This design comes from an exercise in tuning for small area, a short achievable clock period and few clock cycles per item on the open sky130 flow, not from production work. Function was not checked in any run shown here: the RTL went through the layout flow alone.

==> flow/design.v (outline; a module is shown in full before it is edited, if it fits) <==
// module verilog_multiplier: 1386 lines
module verilog_multiplier(clk, rst, ready, op1, op2, res, done);
  // ...
==> flow/flow/run.sh <==
#!/bin/bash
# Own flow: the standard layout, except that synthesis runs Yosys's fine
# stage without its early "abc -fast", so that extract_fa finds the design's
# full adders as written (no inverter between adders). The standard synthesis
# runs first; its register names are given to the own netlist's registers,
# and the standard netlist is used as it is if the registers do not match.
set -uo pipefail
W=$(pwd)
R=$W/orfs/results/$FLOW_PLATFORM/verilog_multiplier/base
bash standard.sh synth > log_standard_synth.txt 2>&1 || exit 1
cp "$R/1_2_yosys.v" "$W/ref_1_2_yosys.v"
sed '1s/.*/proc synth {args} { if {[lsearch -glob $args "fine:*"] >= 0} { yosys synth -nofsm -noshare -noabc {*}$args } else { yosys synth -nofsm -noshare {*}$args } }/' synth_recipe.tcl > own_synth.tcl
sed "s|SYNTH_SCRIPT=[^ ]*|SYNTH_SCRIPT=$W/own_synth.tcl|" standard.sh > own_standard.sh
if bash own_standard.sh do-yosys > log_own_synth.txt 2>&1 \
   && python3 flow/rename.py "$W/ref_1_2_yosys.v" "$R/1_2_yosys.v" "$W/own_1_2_yosys.v" > log_rename.txt 2>&1; then
  cp "$W/own_1_2_yosys.v" "$R/1_2_yosys.v"
  echo "own synthesis used" >> log_rename.txt
else
  cp "$W/ref_1_2_yosys.v" "$R/1_2_yosys.v"
  echo "standard synthesis used" >> log_rename.txt
fi
rm -f "$R/1_synth.odb" "$R/1_synth.sdc"
bash standard.sh "BUFFER_PORTS_ARGS=-buffer_cell sky130_fd_sc_hd__buf_2" finish > log_standard_finish.txt 2>&1
==> flow/flow/rename.py <==
#!/usr/bin/env python3
# rename.py REF OWN OUT: make OWN's flip-flops match those of the standard
# synthesis REF: the same instance names and cell types (drive strength may
# differ). Registers are paired by the net their Q drives. Where the two
# syntheses inferred an enable differently, the register is rebuilt in REF's
# cell type with the same function: an enable flip-flop with its enable tied
# high, or a plain flip-flop behind a 2:1 multiplexer. Exits 1 if registers
# cannot be paired.
import re, sys

inst_re = re.compile(r'^(\s*)(sky130_fd_sc_hd__(\w+?)_(\d+))\s+(\\\S+\s|\w+)\s*\((.*?)\);', re.M | re.S)
pin_re = re.compile(r'\.(\w+)\(([^()]*)\)')

def is_ff(base):
    return base.startswith(("df", "edf", "sdf", "dl"))

def flops(text):
    out = {}
    for m in inst_re.finditer(text):
        base = m.group(3)
        if not is_ff(base):
            continue
        pins = {p: n.strip() for p, n in pin_re.findall(m.group(6))}
        q = pins.get("Q") or pins.get("Q_N")
        if q is None or q in out:
            sys.exit("cannot key register %s" % m.group(5))
        out[q] = (base, m.group(5).strip(), pins, m)
    return out

ref = open(sys.argv[1]).read()
own = open(sys.argv[2]).read()
fr, fo = flops(ref), flops(own)
if set(fr) != set(fo):
    sys.exit("register sets differ: %s" % sorted(set(fr) ^ set(fo))[:10])

def esc(name):
    return name + " " if name.startswith("\\") else name

edits = {}   # start offset -> (end offset, replacement)
extra = []
decl = []
need_one = False
renamed = converted = 0
for q, (rbase, rname, rpins, _) in fr.items():
    obase, oname, opins, m = fo[q]
    ind = m.group(1)
    if rbase == obase:
        if oname != rname:
            text = m.group(0)
            new = text.replace(m.group(5), esc(rname), 1)
            edits[m.start()] = (m.end(), new)
            renamed += 1
        continue
    pins = ", ".join(".%s(%s)" % (p, n) for p, n in opins.items())
    if rbase == "edfxtp" and obase == "dfxtp":
        new = "%ssky130_fd_sc_hd__edfxtp_1 %s (.CLK(%s), .D(%s), .DE(my_one), .Q(%s));" % (
            ind, esc(rname), esc(opins["CLK"]), esc(opins["D"]), esc(opins["Q"]))
        need_one = True
    elif rbase == "dfxtp" and obase == "edfxtp":
        mo = "my_mux_%d" % converted
        decl.append("  wire %s;" % mo)
        extra.append("  sky130_fd_sc_hd__mux2_1 %s_c (.A0(%s), .A1(%s), .S(%s), .X(%s));" % (
            mo, esc(opins["Q"]), esc(opins["D"]), esc(opins["DE"]), mo))
        new = "%ssky130_fd_sc_hd__dfxtp_1 %s (.CLK(%s), .D(%s), .Q(%s));" % (
            ind, esc(rname), esc(opins["CLK"]), mo, esc(opins["Q"]))
    else:
        sys.exit("cell type differs for %s: %s %s" % (q, rbase, obase))
    edits[m.start()] = (m.end(), new)
    converted += 1

out, pos = [], 0
for start in sorted(edits):
    end, new = edits[start]
    out.append(own[pos:start]); out.append(new); pos = end
out.append(own[pos:])
text = "".join(out)
if need_one:
    decl.append("  wire my_one, my_zero;")
    extra.append("  sky130_fd_sc_hd__conb_1 my_tie (.HI(my_one), .LO(my_zero));")
if extra:
    i = text.rindex("endmodule")
    text = text[:i] + "\n".join(extra) + "\n" + text[i:]
if decl:
    i = text.index("\n  wire ")
    text = text[:i + 1] + "\n".join(decl) + "\n" + text[i + 1:]
# the result must pair with REF exactly
f2 = flops(text)
for q, (rbase, rname, _, _) in fr.items():
    if q not in f2 or f2[q][0] != rbase or f2[q][1] != rname:
        sys.exit("pairing failed for %s" % q)
names = [m.group(5).strip() for m in inst_re.finditer(text)]
if len(names) != len(set(names)):
    sys.exit("name clash after renaming")
open(sys.argv[3], "w").write(text)
print("renamed %d, rebuilt %d of %d registers" % (renamed, converted, len(fr)))
==> flow/standard.sh <==
#!/bin/bash
# synth_recipe.tcl (not shown) runs the flow's synth.tcl, then flattens the netlist and writes it again
# the make line also repeats each setting of config.mk as NAME=value (left out here)
make -C /OpenROAD-flow-scripts/flow DESIGN_CONFIG=/design/flow/config.mk WORK_HOME=/design/flow/orfs CLKGATE_MAP_FILE= SYNTH_SCRIPT=/design/flow/synth_recipe.tcl "${@:-finish}"
==> flow/config.mk <==
export PLATFORM = sky130hd
export DESIGN_NAME = verilog_multiplier
export DESIGN_NICKNAME = verilog_multiplier
export VERILOG_FILES = /design/flow/design.v
export SDC_FILE = /design/flow/constraint.sdc
export NUM_CORES = 4
export LEC_CHECK = 0
export CAP_MARGIN = 20
export CORE_MARGIN = 2
export CORE_UTILIZATION = 60
export SETUP_SLACK_MARGIN = 2.25
export SLEW_MARGIN = 20
export TNS_END_PERCENT = 20
==> flow/constraint.sdc <==
create_clock -name core_clock -period 8.0 [get_ports {clk}]
set_input_delay 1.6000 -clock core_clock [delete_from_list [all_inputs] [get_ports {clk}]]
set_output_delay 1.6000 -clock core_clock [all_outputs]
set_load 0.01 [all_outputs]
==> flow_summary.yaml, run 1 <==
yosys:
  synth.top_cell.area_share: 0.424
  netlist_top_cells_area: "fa_1, and3_1, dfxtp_1"
  ys_async_sr_fraction: 0.0333
  synthXorXnorAreaFrac: 0.0275
  synth_edf_count: 14
worst_setup_path:
  worstPathArrival_ns: 5.99
  path_buf_inv: 1
  cp-start-kind: "input pin"
  crit_required_ns: 8.31
  critPathKind: "input pin to flip-flop"
grt:
  grt_util_all_layers: 0.388
  busiest_layer: "met2"
  grt_max_degree: 120
routing:
  vias_per_cell: 6.82
place:
  dpl_cell_area_um2: 23800
  dpl.cell_count: 2741
  port_buffers: 99
layout:
  layout-drive-gt1-share: 0.104
  final_area_um2: 24800
  num_antenna_cells: 0
  seq_area_um2: 2560
  synthToLayoutAreaGrowth_pct: 6.51
  fillers: 3196
  top_regs: "S: 47 flops, C: 32 flops, pay: 22 flops"
worst_hold_path:
  min_from: "S[0]"
status:
  status: "finished clean"
die:
  core_area_um2: 38500
  tap_cells: 518
  ios: 100
timing:
  maxSlewViolCount: 0
  setup_tns_ns: 0
  skew_ns: 0.00986
  tightest_slew_ns: 1.13
clocking:
  cts-htree-levels: 4
  cts_hold_buf: 0
  cts_buffers: 17
  cts_tree: "yes"
==> run 2, diff against run 1 <==
--- a/flow/design.v
+++ b/flow/design.v
@@ -1,19 +1,19 @@
 `timescale 1ns / 1ps
 module verilog_multiplier(clk, rst, ready, op1, op2, res, done);
     input wire clk, rst;
     input wire ready;
     input wire [31:0] op1, op2;
     output wire [31:0] res;
     output reg done;
-    localparam IDLE = 2'd0, R0 = 2'd1, LSH = 2'd2, RSH = 2'd3;
-    reg [1:0] st;
+    localparam IDLE = 3'd0, R0 = 3'd1, CHK = 3'd2, LSH = 3'd3, RSH = 3'd4;
+    reg [2:0] st;
     reg [47:0] S;
-    reg [47:16] C;
+    reg [47:14] C;
     reg        ccl;
     reg [9:0]  E;        
     reg        sgn, fnan, fz, fpay;
     reg        rndr;     
     reg [21:0] pay;      
     wire e1z = (op1[30:23] == 8'd0);
     wire e2z = (op2[30:23] == 8'd0);
     wire e1f = (op1[30:23] == 8'hff);
@@ -29,20 +29,20 @@
     wire infx = qnan | (~nan1 & ~nan2 & ~zero1 & ~zero2 & (inf1 | inf2));
     wire special = zero1 | zero2 | e1f | e2f;
     wire [8:0] esum = {1'b0, op1[30:24], op1[23] | e1z} + {1'b0, op2[30:24], op2[23] | e2z};
     wire [9:0] e_in = {1'b0, esum} - 10'd127;
     wire fast = special | (~e1z & ~e2z & (esum >= 9'd128));
     wire [23:0] a = {~e1z, op1[22:0]};
     wire [23:0] b = {~e2z, op2[22:0]};
     wire [47:0] tree_s, tree_c;
-    wire [15:0] t_lo;
+    wire [13:0] t_lo;
     wire t_cl;
-    wire [47:23] t_ha;
-    wire [46:23] t_hb;
+    wire [47:22] t_ha;
+    wire [46:22] t_hb;
     wire idle = (st == IDLE);    
     wire rnd;
 wire t_0, t_1, t_2, t_3, t_4, t_5, t_6, t_7, t_8, t_9, t_10, t_11, t_12, t_13, t_14, t_15, t_16, t_17, t_18, t_19, t_20, t_21, t_22, t_23, t_24, t_25, t_26, t_27, t_28, t_29, t_30, t_31, t_32, t_33, t_34, t_35, t_36, t_37, t_38, t_39, t_40, t_41, t_42, t_43, t_44, t_45, t_46, t_47, t_48, t_49, t_50, t_51, t_52, t_53, t_54, t_55, t_56, t_57, t_58, t_59, t_60, t_61, t_62, t_63, t_64, t_65, t_66, t_67, t_68, t_69, t_70, t_71, t_72, t_73, t_74, t_75, t_76, t_77, t_78, t_79, t_80, t_81, t_82, t_83, t_84, t_85, t_86, t_87, t_88, t_89, t_90, t_91, t_92, t_93, t_94, t_95, t_96, t_97, t_98, t_99, t_100, t_101, t_102, t_103, t_104, t_105, t_106, t_107, t_108, t_109, t_110, t_111, t_112, t_113, t_114, t_115, t_116, t_117, t_118, t_119, t_120, t_121, t_122, t_123, t_124, t_125, t_126, t_127, t_128, t_129, t_130, t_131, t_132, t_133, t_134, t_135, t_136, t_137, t_138, t_139, t_140, t_141, t_142, t_143, t_144, t_145, t_146, t_147, t_148, t_149, t_150, t_151, t_152, t_153, t_154, t_155, t_156, t_157, t_158, t_159, t_160, t_161, t_162, t_163, t_164, t_165, t_166, t_167, t_168, t_169, t_170, t_171, t_172, t_173, t_174, t_175, t_176, t_177, t_178, t_179, t_180, t_181, t_182, t_183, t_184, t_185, t_186, t_187, t_188, t_189, t_190, t_191, t_192, t_193, t_194, t_195, t_196, t_197, t_198, t_199, t_200, t_201, t_202, t_203, t_204, t_205, t_206, t_207, t_208, t_209, t_210, t_211, t_212, t_213, t_214, t_215, t_216, t_217, t_218, t_219, t_220, t_221, t_222, t_223, t_224, t_225, t_226, t_227, t_228, t_229, t_230, t_231, t_232, t_233, t_234, t_235, t_236, t_237, t_238, t_239, t_240, t_241, t_242, t_243, t_244, t_245, t_246, t_247, t_248, t_249, t_250, t_251, t_252, t_253, t_254, t_255, t_256, t_257, t_258, t_259, t_260, t_261, t_262, t_263, t_264, t_265, t_266, t_267, t_268, t_269, t_270, t_271, t_272, t_273, t_274, t_275, t_276, t_277, t_278, t_279, t_280, t_281, t_282, t_283, t_284, t_285, t_286, t_287, t_288, t_289, t_290, t_291, t_292, t_293, t_294, t_295, t_296, t_297, t_298, t_299, t_300, t_301, t_302, t_303, t_304, t_305, t_306, t_307, t_308, t_309, t_310, t_311, t_312, t_313, t_314, t_315, t_316, t_317, t_318, t_319, t_320, t_321, t_322, t_323, t_324, t_325, t_326, t_327, t_328, t_329, t_330, t_331, t_332, t_333, t_334, t_335, t_336, t_337, t_338, t_339, t_340, t_341, t_342, t_343, t_344, t_345, t_346, t_347, t_348, t_349, t_350, t_351, t_352, t_353, t_354, t_355, t_356, t_357, t_358, t_359, t_360, t_361, t_362, t_363, t_364, t_365, t_366, t_367, t_368, t_369, t_370, t_371, t_372, t_373, t_374, t_375, t_376, t_377, t_378, t_379, t_380, t_381, t_382, t_383, t_384, t_385, t_386, t_387, t_388, t_389, t_390, t_391, t_392, t_393, t_394, t_395, t_396, t_397, t_398, t_399, t_400, t_401, t_402, t_403, t_404, t_405, t_406, t_407, t_408, t_409, t_410, t_411, t_412, t_413, t_414, t_415, t_416, t_417, t_418, t_419, t_420, t_421, t_422, t_423, t_424, t_425, t_426, t_427, t_428, t_429, t_430, t_431, t_432, t_433, t_434, t_435, t_436, t_437, t_438, t_439, t_440, t_441, t_442, t_443, t_444, t_445, t_446, t_447, t_448, t_449, t_450, t_451, t_452, t_453, t_454, t_455, t_456, t_457, t_458, t_459, t_460, t_461, t_462, t_463, t_464, t_465, t_466, t_467, t_468, t_469, t_470, t_471, t_472, t_473, t_474, t_475, t_476, t_477, t_478, t_479, t_480, t_481, t_482, t_483, t_484, t_485, t_486, t_487, t_488, t_489, t_490, t_491, t_492, t_493, t_494, t_495, t_496, t_497, t_498, t_499, t_500, t_501, t_502, t_503, t_504, t_505, t_506, t_507, t_508, t_509, t_510, t_511, t_512, t_513, t_514, t_515, t_516, t_517, t_518, t_519, t_520, t_521, t_522, t_523, t_524, t_525, t_526, t_527, t_528, t_529, t_530, t_531, t_532, t_533, t_534, t_535, t_536, t_537, t_538, t_539, t_540, t_541, t_542, t_543, t_544, t_545, t_546, t_547, t_548, t_549, t_550, t_551, t_552, t_553, t_554, t_555, t_556, t_557, t_558, t_559, t_560, t_561, t_562, t_563, t_564, t_565, t_566, t_567, t_568, t_569, t_570, t_571, t_572, t_573, t_574, t_575, t_576, t_577, t_578, t_579, t_580, t_581, t_582, t_583, t_584, t_585, t_586, t_587, t_588, t_589, t_590, t_591, t_592, t_593, t_594, t_595, t_596, t_597, t_598, t_599, t_600, t_601, t_602, t_603, t_604, t_605, t_606, t_607, t_608, t_609, t_610, t_611, t_612, t_613, t_614, t_615, t_616, t_617, t_618, t_619, t_620, t_621, t_622, t_623, t_624, t_625, t_626, t_627, t_628, t_629, t_630, t_631, t_632, t_633, t_634, t_635, t_636, t_637, t_638, t_639, t_640, t_641, t_642, t_643, t_644, t_645, t_646, t_647, t_648, t_649, t_650, t_651, t_652, t_653, t_654, t_655, t_656, t_657, t_658, t_659, t_660, t_661, t_662, t_663, t_664, t_665, t_666, t_667, t_668, t_669, t_670, t_671, t_672, t_673, t_674, t_675, t_676, t_677, t_678, t_679, t_680, t_681, t_682, t_683, t_684, t_685, t_686, t_687, t_688, t_689, t_690, t_691, t_692, t_693, t_694, t_695, t_696, t_697, t_698, t_699, t_700, t_701, t_702, t_703, t_704, t_705, t_706, t_707, t_708, t_709, t_710, t_711, t_712, t_713, t_714, t_715, t_716, t_717, t_718, t_719, t_720, t_721, t_722, t_723, t_724, t_725, t_726, t_727, t_728, t_729, t_730, t_731, t_732, t_733, t_734, t_735, t_736, t_737, t_738, t_739, t_740, t_741, t_742, t_743, t_744, t_745, t_746, t_747, t_748, t_749, t_750, t_751, t_752, t_753, t_754, t_755, t_756, t_757, t_758, t_759, t_760, t_761, t_762, t_763, t_764, t_765, t_766, t_767, t_768, t_769, t_770, t_771, t_772, t_773, t_774, t_775, t_776, t_777, t_778, t_779, t_780, t_781, t_782, t_783, t_784, t_785, t_786, t_787, t_788, t_789, t_790, t_791, t_792, t_793, t_794, t_795, t_796, t_797, t_798, t_799, t_800, t_801, t_802, t_803, t_804, t_805, t_806, t_807, t_808, t_809, t_810, t_811, t_812, t_813, t_814, t_815, t_816, t_817, t_818, t_819, t_820, t_821, t_822, t_823, t_824, t_825, t_826, t_827, t_828, t_829, t_830, t_831, t_832, t_833, t_834, t_835, t_836, t_837, t_838, t_839, t_840, t_841, t_842, t_843, t_844, t_845, t_846, t_847, t_848, t_849, t_850, t_851, t_852, t_853, t_854, t_855, t_856, t_857, t_858, t_859, t_860, t_861, t_862, t_863, t_864, t_865, t_866, t_867, t_868, t_869, t_870, t_871, t_872, t_873, t_874, t_875, t_876, t_877, t_878, t_879, t_880, t_881, t_882, t_883, t_884, t_885, t_886, t_887, t_888, t_889, t_890, t_891, t_892, t_893, t_894, t_895, t_896, t_897, t_898, t_899, t_900, t_901, t_902, t_903, t_904, t_905, t_906, t_907, t_908, t_909, t_910, t_911, t_912, t_913, t_914, t_915, t_916, t_917, t_918, t_919, t_920, t_921, t_922, t_923, t_924, t_925, t_926, t_927, t_928, t_929, t_930, t_931, t_932, t_933, t_934, t_935, t_936, t_937, t_938, t_939, t_940, t_941, t_942, t_943, t_944, t_945, t_946, t_947, t_948, t_949, t_950, t_951, t_952, t_953, t_954, t_955, t_956, t_957, t_958, t_959, t_960, t_961, t_962, t_963, t_964, t_965, t_966, t_967, t_968, t_969, t_970, t_971, t_972, t_973, t_974, t_975, t_976, t_977, t_978, t_979, t_980, t_981, t_982, t_983, t_984, t_985, t_986, t_987, t_988, t_989, t_990, t_991, t_992, t_993, t_994, t_995, t_996, t_997, t_998, t_999, t_1000, t_1001, t_1002, t_1003, t_1004, t_1005, t_1006, t_1007, t_1008, t_1009, t_1010, t_1011;
 assign t_0 = (a[19] & b[0] & idle) ^ (a[18] & b[1] & idle);
 assign t_1 = (a[19] & b[0] & idle) & (a[18] & b[1] & idle);
 assign t_2 = (a[20] & b[0] & idle) ^ (a[19] & b[1] & idle) ^ (a[18] & b[2] & idle);
 assign t_3 = ((a[20] & b[0] & idle) & (a[19] & b[1] & idle)) | ((a[20] & b[0] & idle) & (a[18] & b[2] & idle)) | ((a[19] & b[1] & idle) & (a[18] & b[2] & idle));
 assign t_4 = (a[17] & b[3] & idle) ^ (a[16] & b[4] & idle);
@@ -1064,92 +1064,86 @@
 wire lk_g0_7 = (tree_s[7] & tree_c[7]) | ((tree_s[7] ^ tree_c[7]) & (tree_s[6] & tree_c[6]));
 wire lk_p0_7 = (tree_s[7] ^ tree_c[7]) & (tree_s[6] ^ tree_c[6]);
 wire lk_g0_9 = (tree_s[9] & tree_c[9]) | ((tree_s[9] ^ tree_c[9]) & (tree_s[8] & tree_c[8]));
 wire lk_p0_9 = (tree_s[9] ^ tree_c[9]) & (tree_s[8] ^ tree_c[8]);
 wire lk_g0_11 = (tree_s[11] & tree_c[11]) | ((tree_s[11] ^ tree_c[11]) & (tree_s[10] & tree_c[10]));
 wire lk_p0_11 = (tree_s[11] ^ tree_c[11]) & (tree_s[10] ^ tree_c[10]);
 wire lk_g0_13 = (tree_s[13] & tree_c[13]) | ((tree_s[13] ^ tree_c[13]) & (tree_s[12] & tree_c[12]));
 wire lk_p0_13 = (tree_s[13] ^ tree_c[13]) & (tree_s[12] ^ tree_c[12]);
-wire lk_g0_15 = (tree_s[15] & tree_c[15]) | ((tree_s[15] ^ tree_c[15]) & (tree_s[14] & tree_c[14]));
-wire lk_p0_15 = (tree_s[15] ^ tree_c[15]) & (tree_s[14] ^ tree_c[14]);
 wire lk_g1_2 = (tree_s[2] & tree_c[2]) | ((tree_s[2] ^ tree_c[2]) & lk_g0_1);
 wire lk_p1_2 = (tree_s[2] ^ tree_c[2]) & lk_p0_1;
 wire lk_g1_3 = lk_g0_3 | (lk_p0_3 & lk_g0_1);
 wire lk_p1_3 = lk_p0_3 & lk_p0_1;
 wire lk_g1_6 = (tree_s[6] & tree_c[6]) | ((tree_s[6] ^ tree_c[6]) & lk_g0_5);
 wire lk_p1_6 = (tree_s[6] ^ tree_c[6]) & lk_p0_5;
 wire lk_g1_7 = lk_g0_7 | (lk_p0_7 & lk_g0_5);
 wire lk_p1_7 = lk_p0_7 & lk_p0_5;
 wire lk_g1_10 = (tree_s[10] & tree_c[10]) | ((tree_s[10] ^ tree_c[10]) & lk_g0_9);
 wire lk_p1_10 = (tree_s[10] ^ tree_c[10]) & lk_p0_9;
 wire lk_g1_11 = lk_g0_11 | (lk_p0_11 & lk_g0_9);
 wire lk_p1_11 = lk_p0_11 & lk_p0_9;
-wire lk_g1_14 = (tree_s[14] & tree_c[14]) | ((tree_s[14] ^ tree_c[14]) & lk_g0_13);
-wire lk_p1_14 = (tree_s[14] ^ tree_c[14]) & lk_p0_13;
-wire lk_g1_15 = lk_g0_15 | (lk_p0_15 & lk_g0_13);
-wire lk_p1_15 = lk_p0_15 & lk_p0_13;
 wire lk_g2_4 = (tree_s[4] & tree_c[4]) | ((tree_s[4] ^ tree_c[4]) & lk_g1_3);
 wire lk_p2_4 = (tree_s[4] ^ tree_c[4]) & lk_p1_3;
 wire lk_g2_5 = lk_g0_5 | (lk_p0_5 & lk_g1_3);
 wire lk_p2_5 = lk_p0_5 & lk_p1_3;
 wire lk_g2_6 = lk_g1_6 | (lk_p1_6 & lk_g1_3);
 wire lk_p2_6 = lk_p1_6 & lk_p1_3;
 wire lk_g2_7 = lk_g1_7 | (lk_p1_7 & lk_g1_3);
 wire lk_p2_7 = lk_p1_7 & lk_p1_3;
 wire lk_g2_12 = (tree_s[12] & tree_c[12]) | ((tree_s[12] ^ tree_c[12]) & lk_g1_11);
 wire lk_p2_12 = (tree_s[12] ^ tree_c[12]) & lk_p1_11;
 wire lk_g2_13 = lk_g0_13 | (lk_p0_13 & lk_g1_11);
 wire lk_p2_13 = lk_p0_13 & lk_p1_11;
-wire lk_g2_14 = lk_g1_14 | (lk_p1_14 & lk_g1_11);
-wire lk_p2_14 = lk_p1_14 & lk_p1_11;
-wire lk_g2_15 = lk_g1_15 | (lk_p1_15 & lk_g1_11);
-wire lk_p2_15 = lk_p1_15 & lk_p1_11;
 wire lk_g3_8 = (tree_s[8] & tree_c[8]) | ((tree_s[8] ^ tree_c[8]) & lk_g2_7);
 wire lk_p3_8 = (tree_s[8] ^ tree_c[8]) & lk_p2_7;
 wire lk_g3_9 = lk_g0_9 | (lk_p0_9 & lk_g2_7);
 wire lk_p3_9 = lk_p0_9 & lk_p2_7;
 wire lk_g3_10 = lk_g1_10 | (lk_p1_10 & lk_g2_7);
 wire lk_p3_10 = lk_p1_10 & lk_p2_7;
 wire lk_g3_11 = lk_g1_11 | (lk_p1_11 & lk_g2_7);
 wire lk_p3_11 = lk_p1_11 & lk_p2_7;
 wire lk_g3_12 = lk_g2_12 | (lk_p2_12 & lk_g2_7);
 wire lk_p3_12 = lk_p2_12 & lk_p2_7;
 wire lk_g3_13 = lk_g2_13 | (lk_p2_13 & lk_g2_7);
 wire lk_p3_13 = lk_p2_13 & lk_p2_7;
-wire lk_g3_14 = lk_g2_14 | (lk_p2_14 & lk_g2_7);
-wire lk_p3_14 = lk_p2_14 & lk_p2_7;
-wire lk_g3_15 = lk_g2_15 | (lk_p2_15 & lk_g2_7);
-wire lk_p3_15 = lk_p2_15 & lk_p2_7;
-assign t_cl = lk_g3_15;
-assign t_lo = {((tree_s[15] ^ tree_c[15]) ^ lk_g3_14), ((tree_s[14] ^ tree_c[14]) ^ lk_g3_13), ((tree_s[13] ^ tree_c[13]) ^ lk_g3_12), ((tree_s[12] ^ tree_c[12]) ^ lk_g3_11), ((tree_s[11] ^ tree_c[11]) ^ lk_g3_10), ((tree_s[10] ^ tree_c[10]) ^ lk_g3_9), ((tree_s[9] ^ tree_c[9]) ^ lk_g3_8), ((tree_s[8] ^ tree_c[8]) ^ lk_g2_7), ((tree_s[7] ^ tree_c[7]) ^ lk_g2_6), ((tree_s[6] ^ tree_c[6]) ^ lk_g2_5), ((tree_s[5] ^ tree_c[5]) ^ lk_g2_4), ((tree_s[4] ^ tree_c[4]) ^ lk_g1_3), ((tree_s[3] ^ tree_c[3]) ^ lk_g1_2), ((tree_s[2] ^ tree_c[2]) ^ lk_g0_1), ((tree_s[1] ^ tree_c[1]) ^ (tree_s[0] & tree_c[0])), (tree_s[0] ^ tree_c[0])};
-assign t_ha = tree_s[47:23] ^ tree_c[47:23];
-assign t_hb = tree_s[46:23] & tree_c[46:23];
-wire mk_g0_1 = (S[16] & C[16]) | ((S[16] ^ C[16]) & ccl);
-wire mk_p0_1 = (S[16] ^ C[16]) & 1'b0;
-wire mk_g0_3 = (S[18] & C[18]) | ((S[18] ^ C[18]) & (S[17] & C[17]));
-wire mk_p0_3 = (S[18] ^ C[18]) & (S[17] ^ C[17]);
-wire mk_g0_5 = (S[20] & C[20]) | ((S[20] ^ C[20]) & (S[19] & C[19]));
-wire mk_p0_5 = (S[20] ^ C[20]) & (S[19] ^ C[19]);
-wire mk_g1_2 = (S[17] & C[17]) | ((S[17] ^ C[17]) & mk_g0_1);
-wire mk_p1_2 = (S[17] ^ C[17]) & mk_p0_1;
+assign t_cl = lk_g3_13;
+assign t_lo = {((tree_s[13] ^ tree_c[13]) ^ lk_g3_12), ((tree_s[12] ^ tree_c[12]) ^ lk_g3_11), ((tree_s[11] ^ tree_c[11]) ^ lk_g3_10), ((tree_s[10] ^ tree_c[10]) ^ lk_g3_9), ((tree_s[9] ^ tree_c[9]) ^ lk_g3_8), ((tree_s[8] ^ tree_c[8]) ^ lk_g2_7), ((tree_s[7] ^ tree_c[7]) ^ lk_g2_6), ((tree_s[6] ^ tree_c[6]) ^ lk_g2_5), ((tree_s[5] ^ tree_c[5]) ^ lk_g2_4), ((tree_s[4] ^ tree_c[4]) ^ lk_g1_3), ((tree_s[3] ^ tree_c[3]) ^ lk_g1_2), ((tree_s[2] ^ tree_c[2]) ^ lk_g0_1), ((tree_s[1] ^ tree_c[1]) ^ (tree_s[0] & tree_c[0])), (tree_s[0] ^ tree_c[0])};
+assign t_ha = tree_s[47:22] ^ tree_c[47:22];
+assign t_hb = tree_s[46:22] & tree_c[46:22];
+wire mk_g0_1 = (S[14] & C[14]) | ((S[14] ^ C[14]) & ccl);
+wire mk_p0_1 = (S[14] ^ C[14]) & 1'b0;
+wire mk_g0_3 = (S[16] & C[16]) | ((S[16] ^ C[16]) & (S[15] & C[15]));
+wire mk_p0_3 = (S[16] ^ C[16]) & (S[15] ^ C[15]);
+wire mk_g0_5 = (S[18] & C[18]) | ((S[18] ^ C[18]) & (S[17] & C[17]));
+wire mk_p0_5 = (S[18] ^ C[18]) & (S[17] ^ C[17]);
+wire mk_g0_7 = (S[20] & C[20]) | ((S[20] ^ C[20]) & (S[19] & C[19]));
+wire mk_p0_7 = (S[20] ^ C[20]) & (S[19] ^ C[19]);
+wire mk_g1_2 = (S[15] & C[15]) | ((S[15] ^ C[15]) & mk_g0_1);
+wire mk_p1_2 = (S[15] ^ C[15]) & mk_p0_1;
 wire mk_g1_3 = mk_g0_3 | (mk_p0_3 & mk_g0_1);
 wire mk_p1_3 = mk_p0_3 & mk_p0_1;
-wire mk_g1_6 = (S[21] & C[21]) | ((S[21] ^ C[21]) & mk_g0_5);
-wire mk_p1_6 = (S[21] ^ C[21]) & mk_p0_5;
-wire mk_g2_4 = (S[19] & C[19]) | ((S[19] ^ C[19]) & mk_g1_3);
-wire mk_p2_4 = (S[19] ^ C[19]) & mk_p1_3;
+wire mk_g1_6 = (S[19] & C[19]) | ((S[19] ^ C[19]) & mk_g0_5);
+wire mk_p1_6 = (S[19] ^ C[19]) & mk_p0_5;
+wire mk_g1_7 = mk_g0_7 | (mk_p0_7 & mk_g0_5);
+wire mk_p1_7 = mk_p0_7 & mk_p0_5;
+wire mk_g2_4 = (S[17] & C[17]) | ((S[17] ^ C[17]) & mk_g1_3);
+wire mk_p2_4 = (S[17] ^ C[17]) & mk_p1_3;
 wire mk_g2_5 = mk_g0_5 | (mk_p0_5 & mk_g1_3);
 wire mk_p2_5 = mk_p0_5 & mk_p1_3;
 wire mk_g2_6 = mk_g1_6 | (mk_p1_6 & mk_g1_3);
 wire mk_p2_6 = mk_p1_6 & mk_p1_3;
-wire c22 = mk_g2_6;
-wire [21:0] lo = {((S[21] ^ C[21]) ^ mk_g2_5), ((S[20] ^ C[20]) ^ mk_g2_4), ((S[19] ^ C[19]) ^ mk_g1_3), ((S[18] ^ C[18]) ^ mk_g1_2), ((S[17] ^ C[17]) ^ mk_g0_1), ((S[16] ^ C[16]) ^ ccl), S[15:0]};
-wire [47:22] ha = {S[47:23], S[22] ^ C[22]};
-wire [46:22] hb = {C[47:24], (S[22] & C[22]) | C[23]};
+wire mk_g2_7 = mk_g1_7 | (mk_p1_7 & mk_g1_3);
+wire mk_p2_7 = mk_p1_7 & mk_p1_3;
+wire mk_g3_8 = (S[21] & C[21]) | ((S[21] ^ C[21]) & mk_g2_7);
+wire mk_p3_8 = (S[21] ^ C[21]) & mk_p2_7;
+wire c22 = mk_g3_8;
+wire [21:0] lo = {((S[21] ^ C[21]) ^ mk_g2_7), ((S[20] ^ C[20]) ^ mk_g2_6), ((S[19] ^ C[19]) ^ mk_g2_5), ((S[18] ^ C[18]) ^ mk_g2_4), ((S[17] ^ C[17]) ^ mk_g1_3), ((S[16] ^ C[16]) ^ mk_g1_2), ((S[15] ^ C[15]) ^ mk_g0_1), ((S[14] ^ C[14]) ^ ccl), S[13:0]};
+wire [47:22] ha = S[47:22];
+wire [46:22] hb = C[47:23];
 wire ut24 = ha[24] ^ hb[23];
 wire ug24 = ha[24] & hb[23];
 wire ut25 = ha[25] ^ hb[24];
 wire ug25 = ha[25] & hb[24];
 wire ut26 = ha[26] ^ hb[25];
 wire ug26 = ha[26] & hb[25];
 wire ut27 = ha[27] ^ hb[26];
 wire ug27 = ha[27] & hb[26];
@@ -1301,19 +1295,18 @@
 wire k0p = (ha[23] ^ hb[22]) & (ha[22] | rnd);
 wire k0 = k0g | (c22 & k0p);
 wire q0b22 = c22 ^ ha[22] ^ rnd;
 wire q0b23 = ha[23] ^ hb[22] ^ ((c22 & (ha[22] | rnd)) | (ha[22] & rnd));
 wire k1 = ha[23] | hb[22] | (c22 & ha[22]);
 wire [47:0] q0 = {(ut47 ^ (sk_g4_22 | (sk_p4_22 & k0))), (ut46 ^ (sk_g4_21 | (sk_p4_21 & k0))), (ut45 ^ (sk_g4_20 | (sk_p4_20 & k0))), (ut44 ^ (sk_g4_19 | (sk_p4_19 & k0))), (ut43 ^ (sk_g4_18 | (sk_p4_18 & k0))), (ut42 ^ (sk_g4_17 | (sk_p4_17 & k0))), (ut41 ^ (sk_g4_16 | (sk_p4_16 & k0))), (ut40 ^ (sk_g3_15 | (sk_p3_15 & k0))), (ut39 ^ (sk_g3_14 | (sk_p3_14 & k0))), (ut38 ^ (sk_g3_13 | (sk_p3_13 & k0))), (ut37 ^ (sk_g3_12 | (sk_p3_12 & k0))), (ut36 ^ (sk_g3_11 | (sk_p3_11 & k0))), (ut35 ^ (sk_g3_10 | (sk_p3_10 & k0))), (ut34 ^ (sk_g3_9 | (sk_p3_9 & k0))), (ut33 ^ (sk_g3_8 | (sk_p3_8 & k0))), (ut32 ^ (sk_g2_7 | (sk_p2_7 & k0))), (ut31 ^ (sk_g2_6 | (sk_p2_6 & k0))), (ut30 ^ (sk_g2_5 | (sk_p2_5 & k0))), (ut29 ^ (sk_g2_4 | (sk_p2_4 & k0))), (ut28 ^ (sk_g1_3 | (sk_p1_3 & k0))), (ut27 ^ (sk_g1_2 | (sk_p1_2 & k0))), (ut26 ^ (sk_g0_1 | (sk_p0_1 & k0))), (ut25 ^ (ug24 | (ut24 & k0))), (ut24 ^ k0), q0b23, q0b22, lo[21:0]};
 wire [47:24] q1 = {(ut47 ^ (sk_g4_22 | (sk_p4_22 & k1))), (ut46 ^ (sk_g4_21 | (sk_p4_21 & k1))), (ut45 ^ (sk_g4_20 | (sk_p4_20 & k1))), (ut44 ^ (sk_g4_19 | (sk_p4_19 & k1))), (ut43 ^ (sk_g4_18 | (sk_p4_18 & k1))), (ut42 ^ (sk_g4_17 | (sk_p4_17 & k1))), (ut41 ^ (sk_g4_16 | (sk_p4_16 & k1))), (ut40 ^ (sk_g3_15 | (sk_p3_15 & k1))), (ut39 ^ (sk_g3_14 | (sk_p3_14 & k1))), (ut38 ^ (sk_g3_13 | (sk_p3_13 & k1))), (ut37 ^ (sk_g3_12 | (sk_p3_12 & k1))), (ut36 ^ (sk_g3_11 | (sk_p3_11 & k1))), (ut35 ^ (sk_g3_10 | (sk_p3_10 & k1))), (ut34 ^ (sk_g3_9 | (sk_p3_9 & k1))), (ut33 ^ (sk_g3_8 | (sk_p3_8 & k1))), (ut32 ^ (sk_g2_7 | (sk_p2_7 & k1))), (ut31 ^ (sk_g2_6 | (sk_p2_6 & k1))), (ut30 ^ (sk_g2_5 | (sk_p2_5 & k1))), (ut29 ^ (sk_g2_4 | (sk_p2_4 & k1))), (ut28 ^ (sk_g1_3 | (sk_p1_3 & k1))), (ut27 ^ (sk_g1_2 | (sk_p1_2 & k1))), (ut26 ^ (sk_g0_1 | (sk_p0_1 & k1))), (ut25 ^ (ug24 | (ut24 & k1))), (ut24 ^ k1)};
     assign rnd = rndr;
-    wire [47:0] p = q0;
-    wire top = p[47];
-    wire p46 = p[46];
+    wire top = S[47];
+    wire p46 = S[46];
     wire hi = q0[47];
     wire [9:0] e1 = E + 10'd1;
     wire kz1 = fz | e1[8] | fpay;
     wire kz0 = fz | E[8] | fpay;
     wire [7:0] x1 = fz ? 8'd0 : e1[8] ? 8'hff : e1[7:0];
     wire [7:0] x0 = fz ? 8'd0 : E[8] ? 8'hff : E[7:0];
     wire [22:0] d1 = (q1[46:24] & {23{~kz1}}) | {1'b0, pay & {22{fpay}}};
     wire [22:0] d0 = (q0[45:23] & {23{~kz0}}) | {1'b0, pay & {22{fpay}}};
@@ -1333,17 +1326,18 @@
             done <= 1'b0;
             rndr <= 1'b0;
             case (st)
                 IDLE: if (ready & ~fast) st <= R0;
                       else begin
                           if (ready) done <= 1'b1;
                           rndr <= 1'b1;
                       end
-                R0: begin
+                R0: st <= CHK;
+                CHK: begin
                     if (top) begin
                         if (~E[9]) begin done <= 1'b1; st <= IDLE; rndr <= 1'b1; end
                         else st <= RSH;
                     end else if (p46) begin
                         if (e_pos) begin done <= 1'b1; st <= IDLE; rndr <= 1'b1; end
                         else st <= RSH;
                     end else
                         st <= LSH;
@@ -1353,33 +1347,33 @@
                     else if (p46) begin done <= 1'b1; st <= IDLE; rndr <= 1'b1; end
                 end
                 RSH: begin
                     if (e_under | e_zero) begin done <= 1'b1; st <= IDLE; end
                 end
             endcase
         end
     end
-    wire shl = (st == R0) ? (~top & ~p46) : (st == LSH) ? (e_pos & ~p46) : 1'b0;
-    wire shr = (st == R0) ? (top & E[9]) : (st == RSH) ? ~e_under : 1'b0;
-    wire [47:0] p_next = shl ? {p[46:0], 1'b0} : shr ? {1'b0, p[47:1]} : p;
+    wire shl = (st == CHK) ? (~top & ~p46) : (st == LSH) ? (e_pos & ~p46) : 1'b0;
+    wire shr = (st == CHK) ? (top & E[9]) : (st == RSH) ? ~e_under : 1'b0;
+    wire [47:0] p_next = (st == R0) ? q0 : shl ? {S[46:0], 1'b0} : shr ? {1'b0, S[47:1]} : S;
     always @(posedge clk) begin
-        S <= {t_ha, tree_s[22:16], t_lo | (p_next[15:0] & {16{~idle}})};
-        C <= {t_hb, 1'b0, tree_c[22:16]} | (p_next[47:16] & {(48-16){~idle}});
+        S <= {t_ha, tree_s[21:14], t_lo} | (p_next & {48{~idle}});
+        C <= {t_hb, 1'b0, tree_c[21:14]};
         ccl <= t_cl;
         pay <= nan2 ? op2[21:0] : op1[21:0];
         case (st)
             IDLE: begin
                 E <= infx ? 10'd256 : nanx ? 10'd255 : e_in;
                 sgn <= qnan | (nan2 ? op2[31] : nan1 ? op1[31] : op1[31] ^ op2[31]);
                 fnan <= qnan | nanx;
                 fpay <= nanx;
                 fz <= zerox;
             end
-            R0, LSH: begin
+            CHK, LSH: begin
                 if (shl) E <= E - 10'd1;
                 else if (shr) E <= E + 10'd1;
             end
             RSH: begin
                 if (e_under) fz <= 1'b1;
                 else if (~e_zero) E <= E + 10'd1;
             end
         endcase
--- a/flow/flow/run.sh
+++ b/flow/flow/run.sh
@@ -15,9 +15,9 @@
    && python3 flow/rename.py "$W/ref_1_2_yosys.v" "$R/1_2_yosys.v" "$W/own_1_2_yosys.v" > log_rename.txt 2>&1; then
   cp "$W/own_1_2_yosys.v" "$R/1_2_yosys.v"
   echo "own synthesis used" >> log_rename.txt
 else
   cp "$W/ref_1_2_yosys.v" "$R/1_2_yosys.v"
   echo "standard synthesis used" >> log_rename.txt
 fi
 rm -f "$R/1_synth.odb" "$R/1_synth.sdc"
-bash standard.sh "BUFFER_PORTS_ARGS=-buffer_cell sky130_fd_sc_hd__buf_2" finish > log_standard_finish.txt 2>&1
+bash standard.sh "BUFFER_PORTS_ARGS=-buffer_cell sky130_fd_sc_hd__buf_4" finish > log_standard_finish.txt 2>&1
==> flow/config.mk (replaced) <==
export PLATFORM = sky130hd
export DESIGN_NAME = verilog_multiplier
export DESIGN_NICKNAME = verilog_multiplier
export VERILOG_FILES = /design/flow/design.v
export SDC_FILE = /design/flow/constraint.sdc
export NUM_CORES = 4
export LEC_CHECK = 0
export CAP_MARGIN = 20
export CORE_MARGIN = 2
export CORE_UTILIZATION = 60
export SETUP_SLACK_MARGIN = 2.0
export SLEW_MARGIN = 20
==> flow_summary.yaml, run 2 <==
timing:
  setup_tns_ns: 0
  rsz0062_at_grt: "true"
  skew_ns: 0.0101
  final.min_clock_period_ns: 6.49
  max_freq_mhz: 154
  tightest_slew_ns: 0.987
  min_period_over_period: 0.812
  hold_viol: 0
  setup_viol: 0
  maxSlewViolCount: 0
  relSlewSlack: 0.334
routing:
  dr.pass1.iters: 6
  postRouteAntennaNets: 0
  via_count: 19322
  drc_errors: 0
  drt-total-wl_um: 77300
  vias_per_cell: 6.87
  wire_per_inst_um: 27.5
  drtIter0Drc: 1997
layout:
  final_cell_mix: "and3_1, fa_1, nor2_1"
  largest_register: "S"
  fillers: 3160
  nNetsFinal: 2946
  top_regs: "S: 47 flops, C: 33 flops, pay: 22 flops"
  synthToLayoutAreaGrowth_pct: 7.60
  final_common_cell: "and3_1"
  seq_area_um2: 2640
  layout-drive-gt1-share: 0.116
  multi_input_area_um2: 20400
  largest_reg_flops: 47
clocking:
  cts_buffers: 17
  clockBufferDepth: 2
  cts_hold_buf: 0
  root_buffer: "clkbuf_16"
  clk_latency_ns: 0.43
  clk_pin_slew_ns: 0.06
  cts-htree-levels: 4
  cts_sinks: 123
  cts_tree: "yes"
worst_setup_path:
  path_buf_inv: 2
  cp_top_family: "compound AO/OA/AOI/OAI gates"
  worstPathArrival_ns: 4.89
  cp-start-kind: "flip-flop"
  path_cells: "fa_2 > a21o_1 > a21o_1 > a21o_1 > a21oi_2 > o21bai_1 > a21o_1 > fa_2 > maj3_2 > o211a_4 > o2111a_2 > or4_4 > a211oi_4 > buf_6 > o21a_4 > a221o_1 > buf_6"
  crit_path_frequent_cell: "a21o_1"
  path_max_fanout: 7
  crit_slowest_cell: "or4_4"
  critPathMaxStageDelay_ns: 0.58
  crit_required_ns: 6.40
  critPathKind: "flip-flop to output pin"
  crit_path_end_kind: "output pin"
die:
  die-height_um: 203
  initial_core_util: 0.611
  ios: 100
  fp.dieW_um: 203
  rows: 72
  dieArea_um2: 41100
  core_area_um2: 38800
yosys:
  synth.avg_cell_area_um2: 10.1
  synth_cells: 2346
  syn_nets: 3012
  syn_area_um2: 23700
  synth_warnings: 1
grt:
  antenna_found_initial: 1
  grt_pass1_wl_um: 120000
  grt_pass1_vias: 20416
  grt_util_all_layers: 0.387
  grt_overflow: 0
  grt_max_degree: 152
place:
  detailed_place_hpwl_um: 50800
  place.gp.congestion: 0.944
  port_buffers: 99
status:
  status: "finished clean"
run:
  max_cap_violations: 0
worst_hold_path:
  hold_path.class: "flip-flop to flip-flop"
[run 2: cell types whose count changed in the layout (fill, tap and decap cells not counted), sizes merged, moves of 9 or more]
cell | previous run | this run
clkbuf | 30 | 19
o21ai | 93 | 63
a22oi | 18 | 1
nand2 | 77 | 104
mux2i | 37 | 48
a21oi | 87 | 49
a211oi | 10 | 26
nor2 | 113 | 125
a221o | 12 | 24
o31ai | 12 | 3
a211o | 4 | 16
a311o | 2 | 16
[run 2: area by class of cell]
| cell class | instances | area share |
|---|---|---|
| multi-input combinational | 1974 | 0.799 |
| antenna | 1 | 0.0000981 |
| inverter | 30 | 0.00544 |
| tap | 518 | 0.0254 |
| sequential | 123 | 0.104 |
| timing repair buffer | 132 | 0.0422 |
| timing repair inverter | 2 | 0.000687 |
| clock inverter | 14 | 0.00633 |
| clock buffer | 18 | 0.0172 |
[run 2: worst paths after layout]
path / from / depth (start not counted) / endpoint / slack (ns)
worst max-delay path: S[14] / 17 / res[4] / 1.51
worst min-delay path: S[13] / 2 / S[13] / 0.54
worst max register to register: st[2] / 13 / S[23] / 2.17
worst min register to register: S[13] / 2 / S[13] / 0.54
max in group asynchronous: rst / 2 / rndr / 6.66
min in group asynchronous: rst / 2 / done / 1.08
[run 2: timing repair]
| action | 4_1_cts | 5_1_grt |
|---|---|---|
| pin swaps | 31 | 23 |
| cloned | 2 | 0 |
| buffers inserted | 9 | 8 |
| gates resized for setup | 38 | 34 |
| endpoints found under the setup margin | 55 | 43 |
[run 2: routing by layer]
| layer | wire length [µm] | global-route usage | share of wire |
|---|---|---|---|
| met1 | 31400 | 0.546 | 0.41 |
| met2 | 34800 | 0.603 | 0.45 |
| met3 | 8570 | 0.0838 | 0.11 |
| met4 | 2550 | 0.124 | 0.033 |
| met5 | 0 | 0 | 0 |
[run 2: worst register-to-register path, cell delays in order, from the launching register on]
cell and delay, ns:
dfrtp_1 0.52, nor2_4 0.18, nand2_2 0.32, bufinv_16 0.46, and3_1 0.27, fa_1 0.46
fa_1 0.44, fa_1 0.55, fa_1 0.46, fa_1 0.41, fa_1 0.65, fa_1 0.48
ha_1 0.29, a211o_1 0.23
[run 2: metrics by stage]
stage,hold WS (ns),util,std cells,instance area [µm²],setup slack [ns]
finish,0.544,0.657,2812,25500,1.51
global route,0.583,0.657,2811,25500,1.39
CTS,0.548,0.651,2802,25300,1.45
detailed placement,0.539,0.629,2759,24400,1.21
global placement,0.533,0.629,2759,24400,1.36
floorplan,0.507,-,2346,23700,2.00

-- separate check: timing with driven ports --
In the flow no input, the clock included, has a driving cell. The finished layouts below were timed again as built, in two steps. Step 1 assumes that a clkbuf_16 drives the clock port and a buf_2 every other input. Step 2 adds t to the input delays and takes it off the output delays; t is the mean of the earliest and latest rising clock arrival at the registers after step 1. Input paths then give back, and output paths get back, about the clock's delay inside the block. Three values: ideal ports, drivers, drivers and shift; two values: the first two.
run | t, ns | slack for setup (ns) | worst data-port slew with drivers (ns) | cell pins on the clock port's net
run 1 | 0.493 | 2.320 / 2.353 / 1.860 | 0.04 | 1
run 2 | 0.481 | 1.505 / 1.449 / 1.711 | 0.04 | 1
After both steps setup and hold are still met in every run listed. The setup slack of run 1, which loses most, moves by +0.033 ns with the drivers and by -0.460 ns with both steps.
